Background: an optimization exercise with open tools, aiming at small area and a short achievable clock period. Do not read the settings as production practice.
In this exercise RTL edits were held to simulation tests only and were not proved equivalent to the original.
Power is estimated from default activity; no workload was simulated.

--- design.v ---
module sqrt_16s (
    input         clk,
    input  [15:0] data_i,
    input         vld_i,
    output [15:0] data_o,
    output        vld_o
);
    function [6:0] tbl3;
        input [5:0] v;
        case (v)
            6'd0: tbl3 = {3'd0, 4'd0};
            6'd1: tbl3 = {3'd1, 4'd0};
            6'd2: tbl3 = {3'd1, 4'd1};
            6'd3: tbl3 = {3'd1, 4'd2};
            6'd4: tbl3 = {3'd2, 4'd0};
            6'd5: tbl3 = {3'd2, 4'd1};
            6'd6: tbl3 = {3'd2, 4'd2};
            6'd7: tbl3 = {3'd2, 4'd3};
            6'd8: tbl3 = {3'd2, 4'd4};
            6'd9: tbl3 = {3'd3, 4'd0};
            6'd10: tbl3 = {3'd3, 4'd1};
            6'd11: tbl3 = {3'd3, 4'd2};
            6'd12: tbl3 = {3'd3, 4'd3};
            6'd13: tbl3 = {3'd3, 4'd4};
            6'd14: tbl3 = {3'd3, 4'd5};
            6'd15: tbl3 = {3'd3, 4'd6};
            6'd16: tbl3 = {3'd4, 4'd0};
            6'd17: tbl3 = {3'd4, 4'd1};
            6'd18: tbl3 = {3'd4, 4'd2};
            6'd19: tbl3 = {3'd4, 4'd3};
            6'd20: tbl3 = {3'd4, 4'd4};
            6'd21: tbl3 = {3'd4, 4'd5};
            6'd22: tbl3 = {3'd4, 4'd6};
            6'd23: tbl3 = {3'd4, 4'd7};
            6'd24: tbl3 = {3'd4, 4'd8};
            6'd25: tbl3 = {3'd5, 4'd0};
            6'd26: tbl3 = {3'd5, 4'd1};
            6'd27: tbl3 = {3'd5, 4'd2};
            6'd28: tbl3 = {3'd5, 4'd3};
            6'd29: tbl3 = {3'd5, 4'd4};
            6'd30: tbl3 = {3'd5, 4'd5};
            6'd31: tbl3 = {3'd5, 4'd6};
            6'd32: tbl3 = {3'd5, 4'd7};
            6'd33: tbl3 = {3'd5, 4'd8};
            6'd34: tbl3 = {3'd5, 4'd9};
            6'd35: tbl3 = {3'd5, 4'd10};
            6'd36: tbl3 = {3'd6, 4'd0};
            6'd37: tbl3 = {3'd6, 4'd1};
            6'd38: tbl3 = {3'd6, 4'd2};
            6'd39: tbl3 = {3'd6, 4'd3};
            6'd40: tbl3 = {3'd6, 4'd4};
            6'd41: tbl3 = {3'd6, 4'd5};
            6'd42: tbl3 = {3'd6, 4'd6};
            6'd43: tbl3 = {3'd6, 4'd7};
            6'd44: tbl3 = {3'd6, 4'd8};
            6'd45: tbl3 = {3'd6, 4'd9};
            6'd46: tbl3 = {3'd6, 4'd10};
            6'd47: tbl3 = {3'd6, 4'd11};
            6'd48: tbl3 = {3'd6, 4'd12};
            6'd49: tbl3 = {3'd7, 4'd0};
            6'd50: tbl3 = {3'd7, 4'd1};
            6'd51: tbl3 = {3'd7, 4'd2};
            6'd52: tbl3 = {3'd7, 4'd3};
            6'd53: tbl3 = {3'd7, 4'd4};
            6'd54: tbl3 = {3'd7, 4'd5};
            6'd55: tbl3 = {3'd7, 4'd6};
            6'd56: tbl3 = {3'd7, 4'd7};
            6'd57: tbl3 = {3'd7, 4'd8};
            6'd58: tbl3 = {3'd7, 4'd9};
            6'd59: tbl3 = {3'd7, 4'd10};
            6'd60: tbl3 = {3'd7, 4'd11};
            6'd61: tbl3 = {3'd7, 4'd12};
            6'd62: tbl3 = {3'd7, 4'd13};
            6'd63: tbl3 = {3'd7, 4'd14};
            default: tbl3 = 7'bx;
        endcase
    endfunction
    wire [6:0] t3 = tbl3(data_i[15:10]);
    wire [2:0] q3 = t3[6:4];
    wire [3:0] r3 = t3[3:0];
    wire [9:0] x3 = data_i[9:0];
    wire [5:0] a4 = {r3, x3[9:8]};
    wire [5:0] b4 = {1'b0, q3, 2'b01};
    wire [5:0] g4_0 = ~a4 & b4;
    wire [5:0] p4_0 = ~a4 | b4;
    wire g4_1_1 = g4_0[1] | (p4_0[1] & g4_0[0]);
    wire p4_1_1 = p4_0[1] & p4_0[0];
    wire g4_1_3 = g4_0[3] | (p4_0[3] & g4_0[2]);
    wire p4_1_3 = p4_0[3] & p4_0[2];
    wire g4_1_5 = g4_0[5] | (p4_0[5] & g4_0[4]);
    wire p4_1_5 = p4_0[5] & p4_0[4];
    wire g4_2_3 = g4_1_3 | (p4_1_3 & g4_1_1);
    wire p4_2_3 = p4_1_3 & p4_1_1;
    wire g4_5_5 = g4_1_5 | (p4_1_5 & g4_2_3);
    wire p4_5_5 = p4_1_5 & p4_2_3;
    wire g4_6_2 = g4_0[2] | (p4_0[2] & g4_1_1);
    wire p4_6_2 = p4_0[2] & p4_1_1;
    wire g4_6_4 = g4_0[4] | (p4_0[4] & g4_2_3);
    wire p4_6_4 = p4_0[4] & p4_2_3;
    wire s4 = g4_5_5;
    wire [4:0] c4 = {g4_2_3, g4_6_2, g4_1_1, g4_0[0], 1'b0};
    wire [4:0] r4 = a4[4:0] ^ ({5{~s4}} & (b4[4:0] ^ c4));
    wire [3:0] q4 = {q3, ~s4};
    wire [7:0] x4 = x3[7:0];
    reg  [3:0] q_r4;
    always @(posedge clk) q_r4 <= q4;
    reg  [4:0] r_r4;
    always @(posedge clk) r_r4 <= r4;
    reg  [7:0] x_r4;
    always @(posedge clk) x_r4 <= x4;
    reg  [0:0] v_r4;
    always @(posedge clk) v_r4 <= vld_i;
    wire [6:0] a5 = {r_r4, x_r4[7:6]};
    wire [6:0] b5 = {1'b0, q_r4, 2'b01};
    wire [6:0] g5_0 = ~a5 & b5;
    wire [6:0] p5_0 = ~a5 | b5;
    wire g5_1_1 = g5_0[1] | (p5_0[1] & g5_0[0]);
    wire p5_1_1 = p5_0[1] & p5_0[0];
    wire g5_1_3 = g5_0[3] | (p5_0[3] & g5_0[2]);
    wire p5_1_3 = p5_0[3] & p5_0[2];
    wire g5_1_5 = g5_0[5] | (p5_0[5] & g5_0[4]);
    wire p5_1_5 = p5_0[5] & p5_0[4];
    wire g5_2_3 = g5_1_3 | (p5_1_3 & g5_1_1);
    wire p5_2_3 = p5_1_3 & p5_1_1;
    wire g5_5_5 = g5_1_5 | (p5_1_5 & g5_2_3);
    wire p5_5_5 = p5_1_5 & p5_2_3;
    wire g5_6_2 = g5_0[2] | (p5_0[2] & g5_1_1);
    wire p5_6_2 = p5_0[2] & p5_1_1;
    wire g5_6_4 = g5_0[4] | (p5_0[4] & g5_2_3);
    wire p5_6_4 = p5_0[4] & p5_2_3;
    wire g5_6_6 = g5_0[6] | (p5_0[6] & g5_5_5);
    wire p5_6_6 = p5_0[6] & p5_5_5;
    wire s5 = g5_6_6;
    wire [5:0] c5 = {g5_6_4, g5_2_3, g5_6_2, g5_1_1, g5_0[0], 1'b0};
    wire [5:0] r5 = a5[5:0] ^ ({6{~s5}} & (b5[5:0] ^ c5));
    wire [4:0] q5 = {q_r4, ~s5};
    wire [5:0] x5 = x_r4[5:0];
    reg  [4:0] q_r5;
    always @(posedge clk) q_r5 <= q5;
    reg  [5:0] r_r5;
    always @(posedge clk) r_r5 <= r5;
    reg  [5:0] x_r5;
    always @(posedge clk) x_r5 <= x5;
    reg  [0:0] v_r5;
    always @(posedge clk) v_r5 <= v_r4;
    wire [7:0] a6 = {r_r5, x_r5[5:4]};
    wire [7:0] b6 = {1'b0, q_r5, 2'b01};
    wire [7:0] g6_0 = ~a6 & b6;
    wire [7:0] p6_0 = ~a6 | b6;
    wire g6_1_1 = g6_0[1] | (p6_0[1] & g6_0[0]);
    wire p6_1_1 = p6_0[1] & p6_0[0];
    wire g6_1_3 = g6_0[3] | (p6_0[3] & g6_0[2]);
    wire p6_1_3 = p6_0[3] & p6_0[2];
    wire g6_1_5 = g6_0[5] | (p6_0[5] & g6_0[4]);
    wire p6_1_5 = p6_0[5] & p6_0[4];
    wire g6_1_7 = g6_0[7] | (p6_0[7] & g6_0[6]);
    wire p6_1_7 = p6_0[7] & p6_0[6];
    wire g6_2_3 = g6_1_3 | (p6_1_3 & g6_1_1);
    wire p6_2_3 = p6_1_3 & p6_1_1;
    wire g6_2_7 = g6_1_7 | (p6_1_7 & g6_1_5);
    wire p6_2_7 = p6_1_7 & p6_1_5;
    wire g6_3_7 = g6_2_7 | (p6_2_7 & g6_2_3);
    wire p6_3_7 = p6_2_7 & p6_2_3;
    wire g6_5_5 = g6_1_5 | (p6_1_5 & g6_2_3);
    wire p6_5_5 = p6_1_5 & p6_2_3;
    wire g6_6_2 = g6_0[2] | (p6_0[2] & g6_1_1);
    wire p6_6_2 = p6_0[2] & p6_1_1;
    wire g6_6_4 = g6_0[4] | (p6_0[4] & g6_2_3);
    wire p6_6_4 = p6_0[4] & p6_2_3;
    wire g6_6_6 = g6_0[6] | (p6_0[6] & g6_5_5);
    wire p6_6_6 = p6_0[6] & p6_5_5;
    wire s6 = g6_3_7;
    wire [6:0] c6 = {g6_5_5, g6_6_4, g6_2_3, g6_6_2, g6_1_1, g6_0[0], 1'b0};
    wire [6:0] r6 = a6[6:0] ^ ({7{~s6}} & (b6[6:0] ^ c6));
    wire [5:0] q6 = {q_r5, ~s6};
    wire [3:0] x6 = x_r5[3:0];
    reg  [5:0] q_r6;
    always @(posedge clk) q_r6 <= q6;
    reg  [6:0] r_r6;
    always @(posedge clk) r_r6 <= r6;
    reg  [3:0] x_r6;
    always @(posedge clk) x_r6 <= x6;
    reg  [0:0] v_r6;
    always @(posedge clk) v_r6 <= v_r5;
    wire [8:0] a7 = {r_r6, x_r6[3:2]};
    wire [8:0] b7 = {1'b0, q_r6, 2'b01};
    wire [8:0] g7_0 = ~a7 & b7;
    wire [8:0] p7_0 = ~a7 | b7;
    wire g7_1_1 = g7_0[1] | (p7_0[1] & g7_0[0]);
    wire p7_1_1 = p7_0[1] & p7_0[0];
    wire g7_1_3 = g7_0[3] | (p7_0[3] & g7_0[2]);
    wire p7_1_3 = p7_0[3] & p7_0[2];
    wire g7_1_5 = g7_0[5] | (p7_0[5] & g7_0[4]);
    wire p7_1_5 = p7_0[5] & p7_0[4];
    wire g7_1_7 = g7_0[7] | (p7_0[7] & g7_0[6]);
    wire p7_1_7 = p7_0[7] & p7_0[6];
    wire g7_2_3 = g7_1_3 | (p7_1_3 & g7_1_1);
    wire p7_2_3 = p7_1_3 & p7_1_1;
    wire g7_2_7 = g7_1_7 | (p7_1_7 & g7_1_5);
    wire p7_2_7 = p7_1_7 & p7_1_5;
    wire g7_3_7 = g7_2_7 | (p7_2_7 & g7_2_3);
    wire p7_3_7 = p7_2_7 & p7_2_3;
    wire g7_7_5 = g7_1_5 | (p7_1_5 & g7_2_3);
    wire p7_7_5 = p7_1_5 & p7_2_3;
    wire g7_8_2 = g7_0[2] | (p7_0[2] & g7_1_1);
    wire p7_8_2 = p7_0[2] & p7_1_1;
    wire g7_8_4 = g7_0[4] | (p7_0[4] & g7_2_3);
    wire p7_8_4 = p7_0[4] & p7_2_3;
    wire g7_8_6 = g7_0[6] | (p7_0[6] & g7_7_5);
    wire p7_8_6 = p7_0[6] & p7_7_5;
    wire g7_8_8 = g7_0[8] | (p7_0[8] & g7_3_7);
    wire p7_8_8 = p7_0[8] & p7_3_7;
    wire s7 = g7_8_8;
    wire [7:0] c7 = {g7_8_6, g7_7_5, g7_8_4, g7_2_3, g7_8_2, g7_1_1, g7_0[0], 1'b0};
    wire [7:0] r7 = a7[7:0] ^ ({8{~s7}} & (b7[7:0] ^ c7));
    wire [6:0] q7 = {q_r6, ~s7};
    wire [1:0] x7 = x_r6[1:0];
    reg  [6:0] q_r7;
    always @(posedge clk) q_r7 <= q7;
    reg  [7:0] r_r7;
    always @(posedge clk) r_r7 <= r7;
    reg  [1:0] x_r7;
    always @(posedge clk) x_r7 <= x7;
    reg  [0:0] v_r7;
    always @(posedge clk) v_r7 <= v_r6;
    wire [9:0] a8 = {r_r7, x_r7[1:0]};
    wire [9:0] b8 = {1'b0, q_r7, 2'b01};
    wire [9:0] g8_0 = ~a8 & b8;
    wire [9:0] p8_0 = ~a8 | b8;
    wire g8_1_1 = g8_0[1] | (p8_0[1] & g8_0[0]);
    wire p8_1_1 = p8_0[1] & p8_0[0];
    wire g8_1_3 = g8_0[3] | (p8_0[3] & g8_0[2]);
    wire p8_1_3 = p8_0[3] & p8_0[2];
    wire g8_1_5 = g8_0[5] | (p8_0[5] & g8_0[4]);
    wire p8_1_5 = p8_0[5] & p8_0[4];
    wire g8_1_7 = g8_0[7] | (p8_0[7] & g8_0[6]);
    wire p8_1_7 = p8_0[7] & p8_0[6];
    wire g8_1_9 = g8_0[9] | (p8_0[9] & g8_0[8]);
    wire p8_1_9 = p8_0[9] & p8_0[8];
    wire g8_2_3 = g8_1_3 | (p8_1_3 & g8_1_1);
    wire p8_2_3 = p8_1_3 & p8_1_1;
    wire g8_2_7 = g8_1_7 | (p8_1_7 & g8_1_5);
    wire p8_2_7 = p8_1_7 & p8_1_5;
    wire g8_3_7 = g8_2_7 | (p8_2_7 & g8_2_3);
    wire p8_3_7 = p8_2_7 & p8_2_3;
    wire g8_7_5 = g8_1_5 | (p8_1_5 & g8_2_3);
    wire p8_7_5 = p8_1_5 & p8_2_3;
    wire g8_7_9 = g8_1_9 | (p8_1_9 & g8_3_7);
    wire p8_7_9 = p8_1_9 & p8_3_7;
    wire g8_8_2 = g8_0[2] | (p8_0[2] & g8_1_1);
    wire p8_8_2 = p8_0[2] & p8_1_1;
    wire g8_8_4 = g8_0[4] | (p8_0[4] & g8_2_3);
    wire p8_8_4 = p8_0[4] & p8_2_3;
    wire g8_8_6 = g8_0[6] | (p8_0[6] & g8_7_5);
    wire p8_8_6 = p8_0[6] & p8_7_5;
    wire g8_8_8 = g8_0[8] | (p8_0[8] & g8_3_7);
    wire p8_8_8 = p8_0[8] & p8_3_7;
    wire s8 = g8_7_9;
    wire [8:0] c8 = {g8_3_7, g8_8_6, g8_7_5, g8_8_4, g8_2_3, g8_8_2, g8_1_1, g8_0[0], 1'b0};
    wire [8:0] r8 = a8[8:0] ^ ({9{~s8}} & (b8[8:0] ^ c8));
    wire [7:0] q8 = {q_r7, ~s8};
    reg  [7:0] q_r8;
    always @(posedge clk) q_r8 <= q8;
    reg  [8:0] r_r8;
    always @(posedge clk) r_r8 <= r8;
    reg  [0:0] v_r8;
    always @(posedge clk) v_r8 <= v_r7;
    wire [10:0] a9 = {r_r8, 2'b00};
    wire [10:0] b9 = {1'b0, q_r8, 2'b01};
    wire [10:0] g9_0 = ~a9 & b9;
    wire [10:0] p9_0 = ~a9 | b9;
    wire g9_1_1 = g9_0[1] | (p9_0[1] & g9_0[0]);
    wire p9_1_1 = p9_0[1] & p9_0[0];
    wire g9_1_3 = g9_0[3] | (p9_0[3] & g9_0[2]);
    wire p9_1_3 = p9_0[3] & p9_0[2];
    wire g9_1_5 = g9_0[5] | (p9_0[5] & g9_0[4]);
    wire p9_1_5 = p9_0[5] & p9_0[4];
    wire g9_1_7 = g9_0[7] | (p9_0[7] & g9_0[6]);
    wire p9_1_7 = p9_0[7] & p9_0[6];
    wire g9_1_9 = g9_0[9] | (p9_0[9] & g9_0[8]);
    wire p9_1_9 = p9_0[9] & p9_0[8];
    wire g9_2_3 = g9_1_3 | (p9_1_3 & g9_1_1);
    wire p9_2_3 = p9_1_3 & p9_1_1;
    wire g9_2_7 = g9_1_7 | (p9_1_7 & g9_1_5);
    wire p9_2_7 = p9_1_7 & p9_1_5;
    wire g9_3_7 = g9_2_7 | (p9_2_7 & g9_2_3);
    wire p9_3_7 = p9_2_7 & p9_2_3;
    wire g9_7_5 = g9_1_5 | (p9_1_5 & g9_2_3);
    wire p9_7_5 = p9_1_5 & p9_2_3;
    wire g9_7_9 = g9_1_9 | (p9_1_9 & g9_3_7);
    wire p9_7_9 = p9_1_9 & p9_3_7;
    wire g9_8_2 = g9_0[2] | (p9_0[2] & g9_1_1);
    wire p9_8_2 = p9_0[2] & p9_1_1;
    wire g9_8_4 = g9_0[4] | (p9_0[4] & g9_2_3);
    wire p9_8_4 = p9_0[4] & p9_2_3;
    wire g9_8_6 = g9_0[6] | (p9_0[6] & g9_7_5);
    wire p9_8_6 = p9_0[6] & p9_7_5;
    wire g9_8_8 = g9_0[8] | (p9_0[8] & g9_3_7);
    wire p9_8_8 = p9_0[8] & p9_3_7;
    wire g9_8_10 = g9_0[10] | (p9_0[10] & g9_7_9);
    wire p9_8_10 = p9_0[10] & p9_7_9;
    wire s9 = g9_8_10;
    wire [9:0] c9 = {g9_8_8, g9_3_7, g9_8_6, g9_7_5, g9_8_4, g9_2_3, g9_8_2, g9_1_1, g9_0[0], 1'b0};
    wire [9:0] r9 = a9[9:0] ^ ({10{~s9}} & (b9[9:0] ^ c9));
    wire [8:0] q9 = {q_r8, ~s9};
    reg  [8:0] q_r9;
    always @(posedge clk) q_r9 <= q9;
    reg  [9:0] r_r9;
    always @(posedge clk) r_r9 <= r9;
    reg  [0:0] v_r9;
    always @(posedge clk) v_r9 <= v_r8;
    wire [11:0] a10 = {r_r9, 2'b00};
    wire [11:0] b10 = {1'b0, q_r9, 2'b01};
    wire [11:0] g10_0 = ~a10 & b10;
    wire [11:0] p10_0 = ~a10 | b10;
    wire g10_1_1 = g10_0[1] | (p10_0[1] & g10_0[0]);
    wire p10_1_1 = p10_0[1] & p10_0[0];
    wire g10_1_3 = g10_0[3] | (p10_0[3] & g10_0[2]);
    wire p10_1_3 = p10_0[3] & p10_0[2];
    wire g10_1_5 = g10_0[5] | (p10_0[5] & g10_0[4]);
    wire p10_1_5 = p10_0[5] & p10_0[4];
    wire g10_1_7 = g10_0[7] | (p10_0[7] & g10_0[6]);
    wire p10_1_7 = p10_0[7] & p10_0[6];
    wire g10_1_9 = g10_0[9] | (p10_0[9] & g10_0[8]);
    wire p10_1_9 = p10_0[9] & p10_0[8];
    wire g10_1_11 = g10_0[11] | (p10_0[11] & g10_0[10]);
    wire p10_1_11 = p10_0[11] & p10_0[10];
    wire g10_2_3 = g10_1_3 | (p10_1_3 & g10_1_1);
    wire p10_2_3 = p10_1_3 & p10_1_1;
    wire g10_2_7 = g10_1_7 | (p10_1_7 & g10_1_5);
    wire p10_2_7 = p10_1_7 & p10_1_5;
    wire g10_2_11 = g10_1_11 | (p10_1_11 & g10_1_9);
    wire p10_2_11 = p10_1_11 & p10_1_9;
    wire g10_3_7 = g10_2_7 | (p10_2_7 & g10_2_3);
    wire p10_3_7 = p10_2_7 & p10_2_3;
    wire g10_6_11 = g10_2_11 | (p10_2_11 & g10_3_7);
    wire p10_6_11 = p10_2_11 & p10_3_7;
    wire g10_7_5 = g10_1_5 | (p10_1_5 & g10_2_3);
    wire p10_7_5 = p10_1_5 & p10_2_3;
    wire g10_7_9 = g10_1_9 | (p10_1_9 & g10_3_7);
    wire p10_7_9 = p10_1_9 & p10_3_7;
    wire g10_8_2 = g10_0[2] | (p10_0[2] & g10_1_1);
    wire p10_8_2 = p10_0[2] & p10_1_1;
    wire g10_8_4 = g10_0[4] | (p10_0[4] & g10_2_3);
    wire p10_8_4 = p10_0[4] & p10_2_3;
    wire g10_8_6 = g10_0[6] | (p10_0[6] & g10_7_5);
    wire p10_8_6 = p10_0[6] & p10_7_5;
    wire g10_8_8 = g10_0[8] | (p10_0[8] & g10_3_7);
    wire p10_8_8 = p10_0[8] & p10_3_7;
    wire g10_8_10 = g10_0[10] | (p10_0[10] & g10_7_9);
    wire p10_8_10 = p10_0[10] & p10_7_9;
    wire s10 = g10_6_11;
    wire [10:0] c10 = {g10_7_9, g10_8_8, g10_3_7, g10_8_6, g10_7_5, g10_8_4, g10_2_3, g10_8_2, g10_1_1, g10_0[0], 1'b0};
    wire [10:0] r10 = a10[10:0] ^ ({11{~s10}} & (b10[10:0] ^ c10));
    wire [9:0] q10 = {q_r9, ~s10};
    reg  [9:0] q_r10;
    always @(posedge clk) q_r10 <= q10;
    reg  [10:0] r_r10;
    always @(posedge clk) r_r10 <= r10;
    reg  [0:0] v_r10;
    always @(posedge clk) v_r10 <= v_r9;
    wire [12:0] a11 = {r_r10, 2'b00};
    wire [12:0] b11 = {1'b0, q_r10, 2'b01};
    wire [12:0] g11_0 = ~a11 & b11;
    wire [12:0] p11_0 = ~a11 | b11;
    wire g11_1_1 = g11_0[1] | (p11_0[1] & g11_0[0]);
    wire p11_1_1 = p11_0[1] & p11_0[0];
    wire g11_1_3 = g11_0[3] | (p11_0[3] & g11_0[2]);
    wire p11_1_3 = p11_0[3] & p11_0[2];
    wire g11_1_5 = g11_0[5] | (p11_0[5] & g11_0[4]);
    wire p11_1_5 = p11_0[5] & p11_0[4];
    wire g11_1_7 = g11_0[7] | (p11_0[7] & g11_0[6]);
    wire p11_1_7 = p11_0[7] & p11_0[6];
    wire g11_1_9 = g11_0[9] | (p11_0[9] & g11_0[8]);
    wire p11_1_9 = p11_0[9] & p11_0[8];
    wire g11_1_11 = g11_0[11] | (p11_0[11] & g11_0[10]);
    wire p11_1_11 = p11_0[11] & p11_0[10];
    wire g11_2_3 = g11_1_3 | (p11_1_3 & g11_1_1);
    wire p11_2_3 = p11_1_3 & p11_1_1;
    wire g11_2_7 = g11_1_7 | (p11_1_7 & g11_1_5);
    wire p11_2_7 = p11_1_7 & p11_1_5;
    wire g11_2_11 = g11_1_11 | (p11_1_11 & g11_1_9);
    wire p11_2_11 = p11_1_11 & p11_1_9;
    wire g11_3_7 = g11_2_7 | (p11_2_7 & g11_2_3);
    wire p11_3_7 = p11_2_7 & p11_2_3;
    wire g11_6_11 = g11_2_11 | (p11_2_11 & g11_3_7);
    wire p11_6_11 = p11_2_11 & p11_3_7;
    wire g11_7_5 = g11_1_5 | (p11_1_5 & g11_2_3);
    wire p11_7_5 = p11_1_5 & p11_2_3;
    wire g11_7_9 = g11_1_9 | (p11_1_9 & g11_3_7);
    wire p11_7_9 = p11_1_9 & p11_3_7;
    wire g11_8_2 = g11_0[2] | (p11_0[2] & g11_1_1);
    wire p11_8_2 = p11_0[2] & p11_1_1;
    wire g11_8_4 = g11_0[4] | (p11_0[4] & g11_2_3);
    wire p11_8_4 = p11_0[4] & p11_2_3;
    wire g11_8_6 = g11_0[6] | (p11_0[6] & g11_7_5);
    wire p11_8_6 = p11_0[6] & p11_7_5;
    wire g11_8_8 = g11_0[8] | (p11_0[8] & g11_3_7);
    wire p11_8_8 = p11_0[8] & p11_3_7;
    wire g11_8_10 = g11_0[10] | (p11_0[10] & g11_7_9);
    wire p11_8_10 = p11_0[10] & p11_7_9;
    wire g11_8_12 = g11_0[12] | (p11_0[12] & g11_6_11);
    wire p11_8_12 = p11_0[12] & p11_6_11;
    wire s11 = g11_8_12;
    wire [11:0] c11 = {g11_8_10, g11_7_9, g11_8_8, g11_3_7, g11_8_6, g11_7_5, g11_8_4, g11_2_3, g11_8_2, g11_1_1, g11_0[0], 1'b0};
    wire [11:0] r11 = a11[11:0] ^ ({12{~s11}} & (b11[11:0] ^ c11));
    wire [10:0] q11 = {q_r10, ~s11};
    reg  [10:0] q_r11;
    always @(posedge clk) q_r11 <= q11;
    reg  [11:0] r_r11;
    always @(posedge clk) r_r11 <= r11;
    reg  [0:0] v_r11;
    always @(posedge clk) v_r11 <= v_r10;
    wire [13:0] a12 = {r_r11, 2'b00};
    wire [13:0] b12 = {1'b0, q_r11, 2'b01};
    wire [13:0] g12_0 = ~a12 & b12;
    wire [13:0] p12_0 = ~a12 | b12;
    wire g12_1_1 = g12_0[1] | (p12_0[1] & g12_0[0]);
    wire p12_1_1 = p12_0[1] & p12_0[0];
    wire g12_1_3 = g12_0[3] | (p12_0[3] & g12_0[2]);
    wire p12_1_3 = p12_0[3] & p12_0[2];
    wire g12_1_5 = g12_0[5] | (p12_0[5] & g12_0[4]);
    wire p12_1_5 = p12_0[5] & p12_0[4];
    wire g12_1_7 = g12_0[7] | (p12_0[7] & g12_0[6]);
    wire p12_1_7 = p12_0[7] & p12_0[6];
    wire g12_1_9 = g12_0[9] | (p12_0[9] & g12_0[8]);
    wire p12_1_9 = p12_0[9] & p12_0[8];
    wire g12_1_11 = g12_0[11] | (p12_0[11] & g12_0[10]);
    wire p12_1_11 = p12_0[11] & p12_0[10];
    wire g12_1_13 = g12_0[13] | (p12_0[13] & g12_0[12]);
    wire p12_1_13 = p12_0[13] & p12_0[12];
    wire g12_2_3 = g12_1_3 | (p12_1_3 & g12_1_1);
    wire p12_2_3 = p12_1_3 & p12_1_1;
    wire g12_2_7 = g12_1_7 | (p12_1_7 & g12_1_5);
    wire p12_2_7 = p12_1_7 & p12_1_5;
    wire g12_2_11 = g12_1_11 | (p12_1_11 & g12_1_9);
    wire p12_2_11 = p12_1_11 & p12_1_9;
    wire g12_3_7 = g12_2_7 | (p12_2_7 & g12_2_3);
    wire p12_3_7 = p12_2_7 & p12_2_3;
    wire g12_6_11 = g12_2_11 | (p12_2_11 & g12_3_7);
    wire p12_6_11 = p12_2_11 & p12_3_7;
    wire g12_7_5 = g12_1_5 | (p12_1_5 & g12_2_3);
    wire p12_7_5 = p12_1_5 & p12_2_3;
    wire g12_7_9 = g12_1_9 | (p12_1_9 & g12_3_7);
    wire p12_7_9 = p12_1_9 & p12_3_7;
    wire g12_7_13 = g12_1_13 | (p12_1_13 & g12_6_11);
    wire p12_7_13 = p12_1_13 & p12_6_11;
    wire g12_8_2 = g12_0[2] | (p12_0[2] & g12_1_1);
    wire p12_8_2 = p12_0[2] & p12_1_1;
    wire g12_8_4 = g12_0[4] | (p12_0[4] & g12_2_3);
    wire p12_8_4 = p12_0[4] & p12_2_3;
    wire g12_8_6 = g12_0[6] | (p12_0[6] & g12_7_5);
    wire p12_8_6 = p12_0[6] & p12_7_5;
    wire g12_8_8 = g12_0[8] | (p12_0[8] & g12_3_7);
    wire p12_8_8 = p12_0[8] & p12_3_7;
    wire g12_8_10 = g12_0[10] | (p12_0[10] & g12_7_9);
    wire p12_8_10 = p12_0[10] & p12_7_9;
    wire g12_8_12 = g12_0[12] | (p12_0[12] & g12_6_11);
    wire p12_8_12 = p12_0[12] & p12_6_11;
    wire s12 = g12_7_13;
    wire [12:0] c12 = {g12_6_11, g12_8_10, g12_7_9, g12_8_8, g12_3_7, g12_8_6, g12_7_5, g12_8_4, g12_2_3, g12_8_2, g12_1_1, g12_0[0], 1'b0};
    wire [12:0] r12 = a12[12:0] ^ ({13{~s12}} & (b12[12:0] ^ c12));
    wire [11:0] q12 = {q_r11, ~s12};
    reg  [11:0] q_r12;
    always @(posedge clk) q_r12 <= q12;
    reg  [12:0] r_r12;
    always @(posedge clk) r_r12 <= r12;
    reg  [0:0] v_r12;
    always @(posedge clk) v_r12 <= v_r11;
    wire [14:0] a13 = {r_r12, 2'b00};
    wire [14:0] b13 = {1'b0, q_r12, 2'b01};
    wire [14:0] g13_0 = ~a13 & b13;
    wire [14:0] p13_0 = ~a13 | b13;
    wire g13_1_1 = g13_0[1] | (p13_0[1] & g13_0[0]);
    wire p13_1_1 = p13_0[1] & p13_0[0];
    wire g13_1_3 = g13_0[3] | (p13_0[3] & g13_0[2]);
    wire p13_1_3 = p13_0[3] & p13_0[2];
    wire g13_1_5 = g13_0[5] | (p13_0[5] & g13_0[4]);
    wire p13_1_5 = p13_0[5] & p13_0[4];
    wire g13_1_7 = g13_0[7] | (p13_0[7] & g13_0[6]);
    wire p13_1_7 = p13_0[7] & p13_0[6];
    wire g13_1_9 = g13_0[9] | (p13_0[9] & g13_0[8]);
    wire p13_1_9 = p13_0[9] & p13_0[8];
    wire g13_1_11 = g13_0[11] | (p13_0[11] & g13_0[10]);
    wire p13_1_11 = p13_0[11] & p13_0[10];
    wire g13_1_13 = g13_0[13] | (p13_0[13] & g13_0[12]);
    wire p13_1_13 = p13_0[13] & p13_0[12];
    wire g13_2_3 = g13_1_3 | (p13_1_3 & g13_1_1);
    wire p13_2_3 = p13_1_3 & p13_1_1;
    wire g13_2_7 = g13_1_7 | (p13_1_7 & g13_1_5);
    wire p13_2_7 = p13_1_7 & p13_1_5;
    wire g13_2_11 = g13_1_11 | (p13_1_11 & g13_1_9);
    wire p13_2_11 = p13_1_11 & p13_1_9;
    wire g13_3_7 = g13_2_7 | (p13_2_7 & g13_2_3);
    wire p13_3_7 = p13_2_7 & p13_2_3;
    wire g13_6_11 = g13_2_11 | (p13_2_11 & g13_3_7);
    wire p13_6_11 = p13_2_11 & p13_3_7;
    wire g13_7_5 = g13_1_5 | (p13_1_5 & g13_2_3);
    wire p13_7_5 = p13_1_5 & p13_2_3;
    wire g13_7_9 = g13_1_9 | (p13_1_9 & g13_3_7);
    wire p13_7_9 = p13_1_9 & p13_3_7;
    wire g13_7_13 = g13_1_13 | (p13_1_13 & g13_6_11);
    wire p13_7_13 = p13_1_13 & p13_6_11;
    wire g13_8_2 = g13_0[2] | (p13_0[2] & g13_1_1);
    wire p13_8_2 = p13_0[2] & p13_1_1;
    wire g13_8_4 = g13_0[4] | (p13_0[4] & g13_2_3);
    wire p13_8_4 = p13_0[4] & p13_2_3;
    wire g13_8_6 = g13_0[6] | (p13_0[6] & g13_7_5);
    wire p13_8_6 = p13_0[6] & p13_7_5;
    wire g13_8_8 = g13_0[8] | (p13_0[8] & g13_3_7);
    wire p13_8_8 = p13_0[8] & p13_3_7;
    wire g13_8_10 = g13_0[10] | (p13_0[10] & g13_7_9);
    wire p13_8_10 = p13_0[10] & p13_7_9;
    wire g13_8_12 = g13_0[12] | (p13_0[12] & g13_6_11);
    wire p13_8_12 = p13_0[12] & p13_6_11;
    wire g13_8_14 = g13_0[14] | (p13_0[14] & g13_7_13);
    wire p13_8_14 = p13_0[14] & p13_7_13;
    wire s13 = g13_8_14;
    wire [13:0] c13 = {g13_8_12, g13_6_11, g13_8_10, g13_7_9, g13_8_8, g13_3_7, g13_8_6, g13_7_5, g13_8_4, g13_2_3, g13_8_2, g13_1_1, g13_0[0], 1'b0};
    wire [13:0] r13 = a13[13:0] ^ ({14{~s13}} & (b13[13:0] ^ c13));
    wire [12:0] q13 = {q_r12, ~s13};
    reg  [12:0] q_r13;
    always @(posedge clk) q_r13 <= q13;
    reg  [13:0] r_r13;
    always @(posedge clk) r_r13 <= r13;
    reg  [0:0] v_r13;
    always @(posedge clk) v_r13 <= v_r12;
    wire [15:0] a14 = {r_r13, 2'b00};
    wire [15:0] b14 = {1'b0, q_r13, 2'b01};
    wire [15:0] g14_0 = ~a14 & b14;
    wire [15:0] p14_0 = ~a14 | b14;
    wire g14_1_1 = g14_0[1] | (p14_0[1] & g14_0[0]);
    wire p14_1_1 = p14_0[1] & p14_0[0];
    wire g14_1_3 = g14_0[3] | (p14_0[3] & g14_0[2]);
    wire p14_1_3 = p14_0[3] & p14_0[2];
    wire g14_1_5 = g14_0[5] | (p14_0[5] & g14_0[4]);
    wire p14_1_5 = p14_0[5] & p14_0[4];
    wire g14_1_7 = g14_0[7] | (p14_0[7] & g14_0[6]);
    wire p14_1_7 = p14_0[7] & p14_0[6];
    wire g14_1_9 = g14_0[9] | (p14_0[9] & g14_0[8]);
    wire p14_1_9 = p14_0[9] & p14_0[8];
    wire g14_1_11 = g14_0[11] | (p14_0[11] & g14_0[10]);
    wire p14_1_11 = p14_0[11] & p14_0[10];
    wire g14_1_13 = g14_0[13] | (p14_0[13] & g14_0[12]);
    wire p14_1_13 = p14_0[13] & p14_0[12];
    wire g14_1_15 = g14_0[15] | (p14_0[15] & g14_0[14]);
    wire p14_1_15 = p14_0[15] & p14_0[14];
    wire g14_2_3 = g14_1_3 | (p14_1_3 & g14_1_1);
    wire p14_2_3 = p14_1_3 & p14_1_1;
    wire g14_2_7 = g14_1_7 | (p14_1_7 & g14_1_5);
    wire p14_2_7 = p14_1_7 & p14_1_5;
    wire g14_2_11 = g14_1_11 | (p14_1_11 & g14_1_9);
    wire p14_2_11 = p14_1_11 & p14_1_9;
    wire g14_2_15 = g14_1_15 | (p14_1_15 & g14_1_13);
    wire p14_2_15 = p14_1_15 & p14_1_13;
    wire g14_3_7 = g14_2_7 | (p14_2_7 & g14_2_3);
    wire p14_3_7 = p14_2_7 & p14_2_3;
    wire g14_3_15 = g14_2_15 | (p14_2_15 & g14_2_11);
    wire p14_3_15 = p14_2_15 & p14_2_11;
    wire g14_4_15 = g14_3_15 | (p14_3_15 & g14_3_7);
    wire p14_4_15 = p14_3_15 & p14_3_7;
    wire g14_6_11 = g14_2_11 | (p14_2_11 & g14_3_7);
    wire p14_6_11 = p14_2_11 & p14_3_7;
    wire g14_7_5 = g14_1_5 | (p14_1_5 & g14_2_3);
    wire p14_7_5 = p14_1_5 & p14_2_3;
    wire g14_7_9 = g14_1_9 | (p14_1_9 & g14_3_7);
    wire p14_7_9 = p14_1_9 & p14_3_7;
    wire g14_7_13 = g14_1_13 | (p14_1_13 & g14_6_11);
    wire p14_7_13 = p14_1_13 & p14_6_11;
    wire g14_8_2 = g14_0[2] | (p14_0[2] & g14_1_1);
    wire p14_8_2 = p14_0[2] & p14_1_1;
    wire g14_8_4 = g14_0[4] | (p14_0[4] & g14_2_3);
    wire p14_8_4 = p14_0[4] & p14_2_3;
    wire g14_8_6 = g14_0[6] | (p14_0[6] & g14_7_5);
    wire p14_8_6 = p14_0[6] & p14_7_5;
    wire g14_8_8 = g14_0[8] | (p14_0[8] & g14_3_7);
    wire p14_8_8 = p14_0[8] & p14_3_7;
    wire g14_8_10 = g14_0[10] | (p14_0[10] & g14_7_9);
    wire p14_8_10 = p14_0[10] & p14_7_9;
    wire g14_8_12 = g14_0[12] | (p14_0[12] & g14_6_11);
    wire p14_8_12 = p14_0[12] & p14_6_11;
    wire g14_8_14 = g14_0[14] | (p14_0[14] & g14_7_13);
    wire p14_8_14 = p14_0[14] & p14_7_13;
    wire s14 = g14_4_15;
    wire [14:0] c14 = {g14_7_13, g14_8_12, g14_6_11, g14_8_10, g14_7_9, g14_8_8, g14_3_7, g14_8_6, g14_7_5, g14_8_4, g14_2_3, g14_8_2, g14_1_1, g14_0[0], 1'b0};
    wire [14:0] r14 = a14[14:0] ^ ({15{~s14}} & (b14[14:0] ^ c14));
    wire [13:0] q14 = {q_r13, ~s14};
    reg  [13:0] q_r14;
    always @(posedge clk) q_r14 <= q14;
    reg  [14:0] r_r14;
    always @(posedge clk) r_r14 <= r14;
    reg  [0:0] v_r14;
    always @(posedge clk) v_r14 <= v_r13;
    wire [16:0] a15 = {r_r14, 2'b00};
    wire [16:0] b15 = {1'b0, q_r14, 2'b01};
    wire [16:0] g15_0 = ~a15 & b15;
    wire [16:0] p15_0 = ~a15 | b15;
    wire g15_1_1 = g15_0[1] | (p15_0[1] & g15_0[0]);
    wire p15_1_1 = p15_0[1] & p15_0[0];
    wire g15_1_3 = g15_0[3] | (p15_0[3] & g15_0[2]);
    wire p15_1_3 = p15_0[3] & p15_0[2];
    wire g15_1_5 = g15_0[5] | (p15_0[5] & g15_0[4]);
    wire p15_1_5 = p15_0[5] & p15_0[4];
    wire g15_1_7 = g15_0[7] | (p15_0[7] & g15_0[6]);
    wire p15_1_7 = p15_0[7] & p15_0[6];
    wire g15_1_9 = g15_0[9] | (p15_0[9] & g15_0[8]);
    wire p15_1_9 = p15_0[9] & p15_0[8];
    wire g15_1_11 = g15_0[11] | (p15_0[11] & g15_0[10]);
    wire p15_1_11 = p15_0[11] & p15_0[10];
    wire g15_1_13 = g15_0[13] | (p15_0[13] & g15_0[12]);
    wire p15_1_13 = p15_0[13] & p15_0[12];
    wire g15_1_15 = g15_0[15] | (p15_0[15] & g15_0[14]);
    wire p15_1_15 = p15_0[15] & p15_0[14];
    wire g15_2_3 = g15_1_3 | (p15_1_3 & g15_1_1);
    wire p15_2_3 = p15_1_3 & p15_1_1;
    wire g15_2_7 = g15_1_7 | (p15_1_7 & g15_1_5);
    wire p15_2_7 = p15_1_7 & p15_1_5;
    wire g15_2_11 = g15_1_11 | (p15_1_11 & g15_1_9);
    wire p15_2_11 = p15_1_11 & p15_1_9;
    wire g15_2_15 = g15_1_15 | (p15_1_15 & g15_1_13);
    wire p15_2_15 = p15_1_15 & p15_1_13;
    wire g15_3_7 = g15_2_7 | (p15_2_7 & g15_2_3);
    wire p15_3_7 = p15_2_7 & p15_2_3;
    wire g15_3_15 = g15_2_15 | (p15_2_15 & g15_2_11);
    wire p15_3_15 = p15_2_15 & p15_2_11;
    wire g15_4_15 = g15_3_15 | (p15_3_15 & g15_3_7);
    wire p15_4_15 = p15_3_15 & p15_3_7;
    wire g15_8_11 = g15_2_11 | (p15_2_11 & g15_3_7);
    wire p15_8_11 = p15_2_11 & p15_3_7;
    wire g15_9_5 = g15_1_5 | (p15_1_5 & g15_2_3);
    wire p15_9_5 = p15_1_5 & p15_2_3;
    wire g15_9_9 = g15_1_9 | (p15_1_9 & g15_3_7);
    wire p15_9_9 = p15_1_9 & p15_3_7;
    wire g15_9_13 = g15_1_13 | (p15_1_13 & g15_8_11);
    wire p15_9_13 = p15_1_13 & p15_8_11;
    wire g15_10_2 = g15_0[2] | (p15_0[2] & g15_1_1);
    wire p15_10_2 = p15_0[2] & p15_1_1;
    wire g15_10_4 = g15_0[4] | (p15_0[4] & g15_2_3);
    wire p15_10_4 = p15_0[4] & p15_2_3;
    wire g15_10_6 = g15_0[6] | (p15_0[6] & g15_9_5);
    wire p15_10_6 = p15_0[6] & p15_9_5;
    wire g15_10_8 = g15_0[8] | (p15_0[8] & g15_3_7);
    wire p15_10_8 = p15_0[8] & p15_3_7;
    wire g15_10_10 = g15_0[10] | (p15_0[10] & g15_9_9);
    wire p15_10_10 = p15_0[10] & p15_9_9;
    wire g15_10_12 = g15_0[12] | (p15_0[12] & g15_8_11);
    wire p15_10_12 = p15_0[12] & p15_8_11;
    wire g15_10_14 = g15_0[14] | (p15_0[14] & g15_9_13);
    wire p15_10_14 = p15_0[14] & p15_9_13;
    wire g15_10_16 = g15_0[16] | (p15_0[16] & g15_4_15);
    wire p15_10_16 = p15_0[16] & p15_4_15;
    wire s15 = g15_10_16;
    wire [15:0] c15 = {g15_10_14, g15_9_13, g15_10_12, g15_8_11, g15_10_10, g15_9_9, g15_10_8, g15_3_7, g15_10_6, g15_9_5, g15_10_4, g15_2_3, g15_10_2, g15_1_1, g15_0[0], 1'b0};
    wire [15:0] r15 = a15[15:0] ^ ({16{~s15}} & (b15[15:0] ^ c15));
    wire [14:0] q15 = {q_r14, ~s15};
    reg  [14:0] q_r15;
    always @(posedge clk) q_r15 <= q15;
    reg  [15:0] r_r15;
    always @(posedge clk) r_r15 <= r15;
    reg  [0:0] v_r15;
    always @(posedge clk) v_r15 <= v_r14;
    wire [17:0] a16 = {r_r15, 2'b00};
    wire [17:0] b16 = {1'b0, q_r15, 2'b01};
    wire [17:0] g16_0 = ~a16 & b16;
    wire [17:0] p16_0 = ~a16 | b16;
    wire g16_1_1 = g16_0[1] | (p16_0[1] & g16_0[0]);
    wire p16_1_1 = p16_0[1] & p16_0[0];
    wire g16_1_3 = g16_0[3] | (p16_0[3] & g16_0[2]);
    wire p16_1_3 = p16_0[3] & p16_0[2];
    wire g16_1_5 = g16_0[5] | (p16_0[5] & g16_0[4]);
    wire p16_1_5 = p16_0[5] & p16_0[4];
    wire g16_1_7 = g16_0[7] | (p16_0[7] & g16_0[6]);
    wire p16_1_7 = p16_0[7] & p16_0[6];
    wire g16_1_9 = g16_0[9] | (p16_0[9] & g16_0[8]);
    wire p16_1_9 = p16_0[9] & p16_0[8];
    wire g16_1_11 = g16_0[11] | (p16_0[11] & g16_0[10]);
    wire p16_1_11 = p16_0[11] & p16_0[10];
    wire g16_1_13 = g16_0[13] | (p16_0[13] & g16_0[12]);
    wire p16_1_13 = p16_0[13] & p16_0[12];
    wire g16_1_15 = g16_0[15] | (p16_0[15] & g16_0[14]);
    wire p16_1_15 = p16_0[15] & p16_0[14];
    wire g16_1_17 = g16_0[17] | (p16_0[17] & g16_0[16]);
    wire p16_1_17 = p16_0[17] & p16_0[16];
    wire g16_2_3 = g16_1_3 | (p16_1_3 & g16_1_1);
    wire p16_2_3 = p16_1_3 & p16_1_1;
    wire g16_2_7 = g16_1_7 | (p16_1_7 & g16_1_5);
    wire p16_2_7 = p16_1_7 & p16_1_5;
    wire g16_2_11 = g16_1_11 | (p16_1_11 & g16_1_9);
    wire p16_2_11 = p16_1_11 & p16_1_9;
    wire g16_2_15 = g16_1_15 | (p16_1_15 & g16_1_13);
    wire p16_2_15 = p16_1_15 & p16_1_13;
    wire g16_3_7 = g16_2_7 | (p16_2_7 & g16_2_3);
    wire p16_3_7 = p16_2_7 & p16_2_3;
    wire g16_3_15 = g16_2_15 | (p16_2_15 & g16_2_11);
    wire p16_3_15 = p16_2_15 & p16_2_11;
    wire g16_4_15 = g16_3_15 | (p16_3_15 & g16_3_7);
    wire p16_4_15 = p16_3_15 & p16_3_7;
    wire g16_8_11 = g16_2_11 | (p16_2_11 & g16_3_7);
    wire p16_8_11 = p16_2_11 & p16_3_7;
    wire g16_9_5 = g16_1_5 | (p16_1_5 & g16_2_3);
    wire p16_9_5 = p16_1_5 & p16_2_3;
    wire g16_9_9 = g16_1_9 | (p16_1_9 & g16_3_7);
    wire p16_9_9 = p16_1_9 & p16_3_7;
    wire g16_9_13 = g16_1_13 | (p16_1_13 & g16_8_11);
    wire p16_9_13 = p16_1_13 & p16_8_11;
    wire g16_9_17 = g16_1_17 | (p16_1_17 & g16_4_15);
    wire p16_9_17 = p16_1_17 & p16_4_15;
    wire g16_10_2 = g16_0[2] | (p16_0[2] & g16_1_1);
    wire p16_10_2 = p16_0[2] & p16_1_1;
    wire g16_10_4 = g16_0[4] | (p16_0[4] & g16_2_3);
    wire p16_10_4 = p16_0[4] & p16_2_3;
    wire g16_10_6 = g16_0[6] | (p16_0[6] & g16_9_5);
    wire p16_10_6 = p16_0[6] & p16_9_5;
    wire g16_10_8 = g16_0[8] | (p16_0[8] & g16_3_7);
    wire p16_10_8 = p16_0[8] & p16_3_7;
    wire g16_10_10 = g16_0[10] | (p16_0[10] & g16_9_9);
    wire p16_10_10 = p16_0[10] & p16_9_9;
    wire g16_10_12 = g16_0[12] | (p16_0[12] & g16_8_11);
    wire p16_10_12 = p16_0[12] & p16_8_11;
    wire g16_10_14 = g16_0[14] | (p16_0[14] & g16_9_13);
    wire p16_10_14 = p16_0[14] & p16_9_13;
    wire g16_10_16 = g16_0[16] | (p16_0[16] & g16_4_15);
    wire p16_10_16 = p16_0[16] & p16_4_15;
    wire s16 = g16_9_17;
    wire [15:0] q16 = {q_r15, ~s16};
    reg  [15:0] q_r16;
    always @(posedge clk) q_r16 <= q16;
    reg  [0:0] v_r16;
    always @(posedge clk) v_r16 <= v_r15;
    assign data_o = q_r16;
    assign vld_o  = v_r16;
endmodule
--- flow/run.sh ---
#!/bin/bash
# The standard layout, with buf_2 port buffers and a clock tree without dummy loads.
bash standard.sh \
  "BUFFER_PORTS_ARGS=-buffer_cell sky130_fd_sc_hd__buf_2" \
  "CTS_ARGS=-sink_clustering_enable -repair_clock_nets -dont_use_dummy_load -buf_list sky130_fd_sc_hd__clkbuf_8 -sink_clustering_size 14 -sink_clustering_max_diameter 50" \
  finish > standard.log 2>&1
--- standard.sh ---
#!/bin/bash
# synth_recipe.tcl (not shown) runs the flow's synth.tcl, then flattens the netlist and writes it again
# the make line also repeats each setting of config.mk as NAME=value (left out here)
make -C /OpenROAD-flow-scripts/flow DESIGN_CONFIG=/design/flow/config.mk WORK_HOME=/design/flow/orfs CLKGATE_MAP_FILE= SYNTH_SCRIPT=/design/flow/synth_recipe.tcl "${@:-finish}"
--- config.mk ---
export PLATFORM = sky130hd
export DESIGN_NAME = sqrt_16s
export DESIGN_NICKNAME = sqrt_16s
export VERILOG_FILES = /design/flow/design.v
export SDC_FILE = /design/flow/constraint.sdc
export NUM_CORES = 4
export LEC_CHECK = 0
export ABC_AREA = 1
export CAP_MARGIN = 20
export CORE_MARGIN = 2
export CORE_UTILIZATION = 40
export SETUP_SLACK_MARGIN = 0.9
export SLEW_MARGIN = 20
--- constraint.sdc ---
create_clock -name core_clock -period 3.0 [get_ports {clk}]
set_input_delay 0.6000 -clock core_clock [delete_from_list [all_inputs] [get_ports {clk}]]
set_output_delay 0.6000 -clock core_clock [all_outputs]
set_load 0.01 [all_outputs]
==> summary.txt, run 1 <==
Via density=4.43; DP HPWL=14100 um; worst r2r path cells=12; Port Buf Inserts=34; largest net degree at the start of global routing=17; # IOs=35; net count after synthesis=1470; fraction of layout cells with a size suffix above 1=10.1%; Setup Viol. Count Final=0; Initial Util=40.8%; Die X=173 um; CP peak stage delay=320 ps; Setup Skew=38.6 ps; maxcap violations=0; Hold Path Cell Cnt=1; Worst Tran Pin Value=491 ps; antenna violations before repair=0; slowest CP cell=dfxtp_1; Area contributors post-synth=dfxtp_1 48%, nand2_1 12%, inv_1 8.0%, xor2_1 6.9%, nand3_1 4.6%; ANT cells=0; DRT Wirelength=18300 um; drt first-iter violations=346; most used cell, CP=nand2_1; max_slew headroom=67.2%; Critical Path Source Type=flip-flop; Yosys top cell area share=48.4%; crit path capture type=flip-flop; Post-CTS Setup Inserts=0; HP Class=input port to flip-flop; Buf/Inv on CP=2; sequential area share after synthesis=48.4%; crit path kind=flip-flop to flip-flop; Area Growth Syn to Fin=8.67%; #FFs+latches synth=275; RSZ-0062 raised after global routing=false; nets@finish=1529; Max Clock Freq=0.532 GHz; Mapped Area=11400 um2; Routed Antenna Nets=0; die area=29800 um2; status=complete, no violations; CP arrival=2330 ps; Hold Vio Cnt, Final=0; per-cell routed wire length=9.74 um; Core Region=27900 um2; floorplan row count=61; DRC=0; CP Depth=12; final design area excluding fillers=12400 um2; CTS Sinks=275; Core Util, Final=44.3%; post_cts resized=0; vias in the first global route=7689; Synth cell types=41; fin crit period=1880 ps; Leak=6.34 nW; drt pass-1 iters=5; crit-path leading delay family=simple AND/OR/NAND/NOR gates; clock tree root buffer cell=clkbuf_8; # hold bufs at CTS=0; fin crit share=62.6%; peak supply drop=0.474 mV; Avg Inst Size Synth=7.88 um2; DP Area=11900 um2; total number of yosys warnings=1; routability cong.=0.820; CTS tree=done; clk latency of the worst-skew pair=560 ps; Max clock buf depth=3; Mapped Cells=1443; Total GRT Usage=12.3%; first-pass GRT wire length=31900 um; crit path cell chain=inv_1 > nand2_1 > a21oi_2 > nand2_1 > a21oi_4 > nand3_1 > nand2_1 > nand2_1 > nand2_2 > inv_2 > ha_1 > xor2_1; deepest level of the CTS H-tree=1; cell taking the most area after synthesis=dfxtp_1; via count=8316; CTS clock-pin slew for the worst setup and hold paths=80 ps; fin. max-slew vios=0; total gr overflow=0; die height=173 um; power density over cell area=1220 nW/um2; Critical Path RT=3450 ps; CP Max Fanout=7; setup TNS=0 ps; TritonCTS Buffers=30
==> path summary, 6_finish.rpt <==
path | start | endpoint | slack, ps
setup / recovery | x_r7[0] | r_r8[1] | 1120
hold / removal | vld_i | v_r4 | 130
setup reg to reg | x_r7[0] | r_r8[1] | 1120
hold reg to reg | v_r15 | v_r16 | 320
==> through the flow <==
step	cells	hold WS [ps]	setup WS (ps)	total power (W)
2_1_floorplan	1443	310	917	0.0119
3_3_place_gp	1848	310	660	0.0131
3_5_place_dp	1848	312	622	0.0133
4_1_cts	1878	91.0	1090	0.0153
5_1_grt	1878	83.8	919	0.0167
6_report	1878	131	1120	0.0151
==> layout by cell type, fill, tap and decap left out, types with 5 or more instances in the layout <==
| master | instances |
|---|---|
| nand2_1 | 360 |
| dfxtp_1 | 275 |
| inv_1 | 243 |
| nand3_1 | 105 |
| xor2_1 | 90 |
| nor2_1 | 77 |
| o21ai_0 | 66 |
| a21oi_1 | 36 |
| buf_2 | 34 |
| clkbuf_8 | 30 |
| xnor2_1 | 21 |
| nand2_2 | 21 |
| or2_2 | 17 |
| nand4_1 | 16 |
| nand3_2 | 13 |
| nand3b_1 | 11 |
| inv_2 | 10 |
| ha_1 | 9 |
| a21oi_2 | 7 |
| o21ai_1 | 7 |
| o211ai_1 | 5 |
| nor3_1 | 5 |
| nor2_2 | 5 |
==> cell type report <==
type,count,area (um2)
tap,378,473
inverter,253,950
timing repair buffer,34,170
sequential,275,5510
multi-input combinational,908,4840
fill,2736,15500
clock buffer,30,413
==> flip-flops by register name (all words and copies together) (netlist names), 8 cells and up <==
register and count:
q_r16 16, q_r15 15, q_r14 14, r_r15 14, q_r13 13, r_r14 13, q_r12 12, r_r13 12
q_r11 11, r_r12 11, q_r10 10, r_r11 10, q_r9 9, r_r10 9, r_r8 9, q_r8 8
r_r7 8, r_r9 8, x_r4 8
==> cell families (layout without fill, tap and decap cells) <==
kind of cell	Yosys count	in the layout	share of synthesized area (%)
xor+xnor	111	111	8.55
flops	275	275	48.4
buf+inv	260	317	8.99
compound gates	146	146	7.74
fa+ha+maj	12	12	1.25
simple gates	639	639	25.0
==> per-layer routing <==
layer	vias to the layer above	wire length [um]	share of wire, %	track usage [%]
li1	4552	-	-	-
met1	3627	7770	42	13.1
met2	103	9470	52	24.6
met3	34	594	3.2	2.09
met4	0	451	2.5	3.60
met5	-	0	0	0
==> synth_stat cells, drive strengths merged <==
cell    instances
nand2         385
dfxtp         275
inv           253
nand3         118
xor2           90
nor2           82
o21ai          78
a21oi          44
or2            21
xnor2          21
nand4          16
nand3b         11
ha              9
buf             7
o211ai          6
nor3            5
a221oi          4
o22ai           4
a21boi          3
maj3            3
o21bai          2
a211oi          1
a31oi           1
and2            1
o21a            1
o221a           1
o221ai          1
==> report_power, final <==
| part | total (W) | switching (W) | internal (W) | leakage [nW] |
|---|---|---|---|---|
| Sequential | 0.00606 | 0.000892 | 0.00516 | 2.32 |
| Clock | 0.00200 | 0.00112 | 0.000882 | 0.216 |
| Combinational | 0.00705 | 0.00430 | 0.00275 | 3.81 |
| Total | 0.0151 | 0.00631 | 0.00879 | 6.34 |
==> run 2, diff against run 1 <==
--- a/config.mk
+++ b/config.mk
@@ -11,3 +11,3 @@
 export CORE_UTILIZATION = 40
-export SETUP_SLACK_MARGIN = 0.9
+export SETUP_SLACK_MARGIN = 1.0
 export SLEW_MARGIN = 20
==> run 2 against run 1 <==
Highest routed layer unchanged. Register-to-register slack better by 40 ps. Still clean. Global-route usage about the same. Cell area up 0.76%.
==> summary.txt, run 2 <==
max_slew headroom=60.9%; Critical Path RT=3450 ps; fillers=2728; Yosys top cell area share=48.4%; commonest cells after routing, fill and taps aside=354 x nand2_1, 274 x dfxtp_1, 241 x inv_1, 104 x nand3_1, 90 x xor2_1; most common cell in the netlist=nand2_1; slowest CP cell=dfxtp_1; largest net degree at the start of global routing=17; Initial Util=40.8%; Hold Vio Cnt, Final=0; Mapped Cells=1443; reg-to-reg slack, setup=1160 ps; Total GRT Usage=12.4%; # IOs=35; HP Class=input port to flip-flop; Pwr Total=0.0152 W; Hold Path Cell Cnt=1; floorplan row count=61; DP Area=12000 um2; final instance count without filler cells=1880; Max Clock Freq=0.544 GHz; ANT cells=0; Multi-input gate area=4920 um2; crit path capture type=flip-flop; HP Start=data_i[2]; clk latency of the worst-skew pair=560 ps; placed cell count=1848; Setup Skew=39.5 ps; commonest cells in the synthesized netlist=361 x nand2_1, 275 x dfxtp_1, 243 x inv_1; Post-synth EDFFs=0; crit-path leading delay family=simple AND/OR/NAND/NOR gates; Avg Inst Size Synth=7.88 um2; status=complete, no violations; total number of yosys warnings=1; Via density=4.44; CP peak stage delay=320 ps; vias in the first global route=7821; Fin Hold WS=138 ps; CTS Sinks=275; crit path cell chain=inv_1 > nand2_1 > a21oi_2 > nand2_2 > a21oi_4 > nand3_2 > nand2_2 > nand2_2 > nand2_2 > inv_2 > ha_1 > xor2_1; fin crit period=1840 ps; #FFs+latches synth=275; Port Buf Inserts=34; fin crit share=61.3%; Buf/Inv on CP=2; first-pass GRT wire length=32100 um; worst r2r path cells=12; power density over cell area=1220 nW/um2; register area=5510 um2; DRT Wirelength=18200 um; Worst R2R Start=x_r7[0]; RR Endpoint=r_r8[1]; TritonCTS Buffers=30; Largest register FFs=16; Max clock buf depth=3; main flop type after synthesis=dfxtp_1; Routed Antenna Nets=0; final design area excluding fillers=12400 um2; CP Max Fanout=7; RSZ-0062 raised after global routing=true; most used cell, CP=nand2_2; Mapped Area=11400 um2; clock tree root buffer cell=clkbuf_8; antenna violations before repair=0; die height=173 um; total gr overflow=0; via count=8349; die area=29800 um2; Post-synth ARST share=0%; per-cell routed wire length=9.69 um; nets@finish=1531; Core Region=27900 um2; Critical Path Source Type=flip-flop; Leak=6.36 nW; fraction of layout cells with a size suffix above 1=11.1%; CTS clock-pin slew for the worst setup and hold paths=80 ps; Largest Register=q_r16; CTS tree=done; crit path kind=flip-flop to flip-flop; CP arrival=2290 ps; routability cong.=0.794; drt first-iter violations=291; DRC=0; setup TNS=0 ps; Worst Tran Pin Value=587 ps; Setup Viol. Count Final=0; most common cell after layout, fill and taps aside=nand2_1; drt pass-1 iters=4; maxcap violations=0; # hold bufs at CTS=0; net count after synthesis=1470; DP HPWL=14100 um; cell taking the most area after synthesis=dfxtp_1; Die X=173 um; Worst Hold End=x_r4[2]; peak supply drop=0.595 mV; sequential area share after synthesis=48.4%; largest registers=q_r16 (16), q_r15 (15); Area contributors post-synth=dfxtp_1 48%, nand2_1 12%, inv_1 8.0%, xor2_1 6.9%, nand3_1 4.6%; deepest level of the CTS H-tree=1; fin. max-slew vios=0; Area Growth Syn to Fin=9.50%; Synth cell types=41
-- run 2: final cells by class --
| cell class | instances | area share (%) |
|---|---|---|
| inverters | 253 | 7.63 |
| flip-flops and latches | 275 | 44.2 |
| multi-input cells | 908 | 39.5 |
| well taps | 378 | 3.80 |
| repair buffers | 36 | 1.49 |
| clock buffers | 30 | 3.32 |
-- run 2: cell families after synthesis --
family                     count (synthesis)  synth area share (%)
and+or+nand+nor                          639                  25.0
buffers and inverters                    260                  8.99
DFF                                      275                  48.4
xor gates and xnor gates                 111                  8.55
AOI/OAI and AO/OA                        146                  7.74
adders and majority gates                 12                  1.25
-- run 2: repair_timing --
action | in CTS | in global routing
endpoints found under the hold margin | 0 | 0
resized for setup | 0 | 12
endpoints found under the setup margin | 0 | 18
setup buffers | 0 | 2
-- run 2: worst register-to-register path: cells and delay by family (launching register included) --
family,cells,cell delay [ps]
simple gates,6,540
compound gates,2,390
flops,1,320
fa+ha+maj,1,200
buf+inv,2,150
xor+xnor,1,140
-- run 2: worst max path at each step --
stage / slack, ps / endpoint / cells past startpoint / start
after floorplan: 1020 / r_r4[1] / 12 / data_i[10]
after global placement: 750 / r_r4[1] / 13 / data_i[11]
after detailed placement: 670 / r_r4[1] / 13 / data_i[11]
after CTS: 1080 / r_r8[1] / 12 / x_r7[0]
after global routing: 980 / r_r8[1] / 12 / x_r7[0]
final: 1160 / r_r8[1] / 12 / x_r7[0]
-- run 2: power breakdown --
part	internal, W	total [W]	switching, W
registers	0.00516	0.00606	0.000891
clock network	0.000882	0.00202	0.00113
logic	0.00281	0.00713	0.00432
total	0.00886	0.0152	0.00635
-- run 2: through the flow --
stage | utilization [%] | setup slack, ps
floorplan | - | 1020
CTS | 44.5 | 1080
global placement | 43.0 | 748
global route | 44.7 | 979
finish | 44.7 | 1160
detailed placement | 43.0 | 670
-- run 2: per-layer routing --
| layer | vias up | track usage, % | wire length, um |
|---|---|---|---|
| met3 | 43 | 2.07 | 523 |
| li1 | 4570 | - | - |
| met5 | - | 0 | 0 |
| met2 | 106 | 23.7 | 9120 |
| met1 | 3630 | 13.6 | 7980 |
| met4 | 0 | 4.67 | 595 |
==> run 3, diff against run 2 <==
--- a/config.mk
+++ b/config.mk
@@ -11,3 +11,3 @@
 export CORE_UTILIZATION = 40
-export SETUP_SLACK_MARGIN = 1.0
+export SETUP_SLACK_MARGIN = 1.1
 export SLEW_MARGIN = 20
==> run 3 against run 2 <==
Count of clock-buffer cells in the layout down 1. Highest routed layer unchanged. Setup slack better by 79 ps. Via count up 0.18%. Largest power group unchanged. Non-clock buffer count up 4. Cell area up 1.4%. Clock skew up 32 ps. Sequential share of layout area down 0.56 points.
==> summary.txt, run 3 <==
status=complete, no violations; commonest cells after routing, fill and taps aside=346 x nand2_1, 268 x dfxtp_1, 239 x inv_1, 104 x nand3_1, 90 x xor2_1; main flop type after synthesis=dfxtp_1; Avg Inst Size Synth=7.88 um2; first-pass GRT wire length=32800 um; CTS tree=done; clock tree root buffer cell=clkbuf_8; crit path kind=flip-flop to flip-flop; Max Clock Freq=0.569 GHz; Leak=6.40 nW; Port Buf Inserts=34; Clock power frac=12.8%; per-cell routed wire length=10.1 um; Area contributors post-synth=dfxtp_1 48%, nand2_1 12%, inv_1 8.0%, xor2_1 6.9%, nand3_1 4.6%; Worst R2R Start=x_r7[0]; Max clock buf depth=3; DRC=0; Area Growth Syn to Fin=11.0%; worst r2r path cells=12; die area=29800 um2; RR Endpoint=r_r8[1]; CP Max Fanout=7; CP peak stage delay=310 ps; HP Class=input port to flip-flop; nets@finish=1534; drt pass-1 iters=6; Hold Vio Cnt, Final=0; Buf/Inv on CP=2; clk latency of the worst-skew pair=580 ps; Hold Path Cell Cnt=1; crit path capture type=flip-flop; fraction of layout cells with a size suffix above 1=12.8%; fin crit share=58.6%; via count=8364; sequential area share after synthesis=48.4%; Setup Skew=71.2 ps; Post-synth EDFFs=0; # IOs=35; slowest CP cell=dfxtp_1; Switching Fraction=42.2%; net count after synthesis=1470; TritonCTS Buffers=29; Largest Register=q_r16; Routed Antenna Nets=0; cell taking the most area after synthesis=dfxtp_1; Psw=0.00655 W; RSZ-0062 raised after global routing=false; Worst Hold End=v_r4; deepest level of the CTS H-tree=1; most used cell, CP=nand2_2; Int Pwr=0.00896 W; fin. max-slew vios=0; crit-path leading delay family=simple AND/OR/NAND/NOR gates; most common cell after layout, fill and taps aside=nand2_1; drt first-iter violations=318; routability cong.=0.793; commonest cells in the synthesized netlist=361 x nand2_1, 275 x dfxtp_1, 243 x inv_1; fillers=2741; Worst Tran Pin Value=729 ps; HP Start=vld_i; most common cell in the netlist=nand2_1; DRT Wirelength=18900 um; power density over cell area=1230 nW/um2; ANT cells=0; fin crit period=1760 ps; vias in the first global route=7819; CTS clock-pin slew for the worst setup and hold paths=90 ps; Core Region=27900 um2; largest registers=q_r16 (16), q_r15 (15); largest net degree at the start of global routing=17; CTS Sinks=275; Core Util, Final=45.3%; sequential share of power=39.2%; Total GRT Usage=12.7%; Critical Path Source Type=flip-flop; Critical Path RT=3440 ps; Setup Viol. Count Final=0; maxcap violations=0; Post-synth ARST share=0%; reg-to-reg slack, setup=1240 ps; total number of yosys warnings=1; CP arrival=2200 ps; max_slew headroom=51.4%; peak supply drop=0.523 mV; antenna violations before repair=0; crit path cell chain=inv_2 > nand2_2 > a21oi_2 > nand2_2 > a21oi_4 > nand3_2 > nand2_2 > nand2_4 > nand2_4 > inv_4 > ha_1 > xor2_1; die height=173 um; Yosys top cell area share=48.4%; Mapped Area=11400 um2; total gr overflow=0; #FFs+latches synth=275; DP HPWL=14500 um; setup TNS=0 ps; Fin Hold WS=149 ps; Logic pwr share=48.0%; Largest register FFs=16; floorplan row count=61; Synth cell types=41; Die X=173 um; Initial Util=40.8%; Mapped Cells=1443; Via density=4.44; # hold bufs at CTS=0
run 3: cell types whose count changed in the layout (fill, tap and decap cells not counted), moves of 5 or more:
cell / delta
nand2_1: -8
nor2_2: +5
dfxtp_1: -6
dfxtp_2: +6
nor2_1: -5
run 3: power groups by stage:
stage	Sequential, W	Combinational (W)	Clock, W
floorplan	0.00595	0.00599	0
global placement	0.00614	0.00694	0
detailed placement	0.00616	0.00715	0
CTS	0.00607	0.00716	0.00210
global route	0.00630	0.00862	0.00223
finish	0.00608	0.00744	0.00199
run 3: metal layers:
metal | global-route usage, % | share of wire, % | up-vias
met5 | 0 | 0 | -
li1 | - | - | 4567
met3 | 2.02 | 2.8 | 38
met2 | 24.5 | 51 | 98
met1 | 13.7 | 43 | 3661
met4 | 5.13 | 3.9 | 0
run 3: area by class of cell:
type                       instances  area [um2]  share of cell area [%]
clock buffer                      29         399                    3.16
inverter                         253         970                    7.68
multi-input combinational        908        5050                    40.0
sequential                       275        5510                    43.7
tap                              378         473                    3.75
timing repair buffer              40         215                    1.70
run 3: worst max path at each step:
stage / from / endpoint / slack [ps] / cells after the start
after floorplan: data_i[10] / r_r4[1] / 1050 / 12
after global placement: data_i[11] / r_r4[1] / 740 / 13
after detailed placement: data_i[11] / r_r4[1] / 660 / 13
after CTS: q_r7[0] / r_r8[1] / 1110 / 11
after global routing: q_r11[4] / r_r12[2] / 1080 / 12
final: x_r7[0] / r_r8[1] / 1240 / 12
run 3: through the flow:
stage	area [um2]	setup WS, ps	total power, W	std cells
after floorplan	11400	1050	0.0119	1443
after global placement	12000	743	0.0131	1848
after detailed placement	12000	663	0.0133	1848
after CTS	12400	1110	0.0153	1877
after global routing	12600	1080	0.0172	1883
final	12600	1240	0.0155	1883
run 3: kinds of logic (layout without fill, tap and decap cells):
kind of cell / Yosys count / in the layout / synth area share (%)
DFF: 275 / 275 / 48.4
buffers and inverters: 260 / 322 / 8.99
AOI/OAI and AO/OA: 146 / 146 / 7.74
and+or+nand+nor: 639 / 639 / 25.0
xor gates and xnor gates: 111 / 111 / 8.55
adders and majority gates: 12 / 12 / 1.25
run 3: what timing repair did:
item / 4_1_cts / 5_1_grt
setup endpoints to repair: 0 / 72
buffers inserted: 0 / 6
gates resized for setup: 0 / 51
run 3: worst register-to-register path, stage by stage (launching register included):
cell	delay [ps]
dfxtp_1	310
inv_2	60
nand2_2	60
a21oi_2	170
nand2_2	100
a21oi_4	210
nand3_2	120
nand2_2	100
nand2_4	70
nand2_4	80
inv_4	60
ha_1	190
xor2_1	140

-- afterwards: timing with drivers on the ports --
The results above use ideal ports. As a check the final layouts listed here were re-extracted and re-timed, cells and wires unchanged.
Step 1 (the two cells are an assumption about what drives the block):
set clk [get_ports {clk}]
set_driving_cell -lib_cell sky130_fd_sc_hd__clkbuf_16 $clk
set_driving_cell -lib_cell sky130_fd_sc_hd__buf_2 [delete_from_list [all_inputs] $clk]
Step 2 moves the port delays by t, midway between the first and last clock arrival at a register: inputs arrive t later, outputs are due t later. That takes back most of the time a late clock gives input paths.
a / b / c = no drivers / after step 1 / after step 2; a / b = the first two.
| run | shift t [ns] | setup slack, ns | worst setup path after step 2 |
|---|---|---|---|
| run 1 | 0.587 | 1.121 / 1.121 / 0.633 | input to register |
| run 2 | 0.583 | 1.162 / 1.162 / 0.668 | input to register |
| run 3 | 0.590 | 1.241 / 1.241 / 0.681 | input to register |
After both steps setup and hold are still met in every run listed. The setup slack of run 3, which loses most, moves by 0.000 ns with the drivers and by -0.560 ns with both steps.
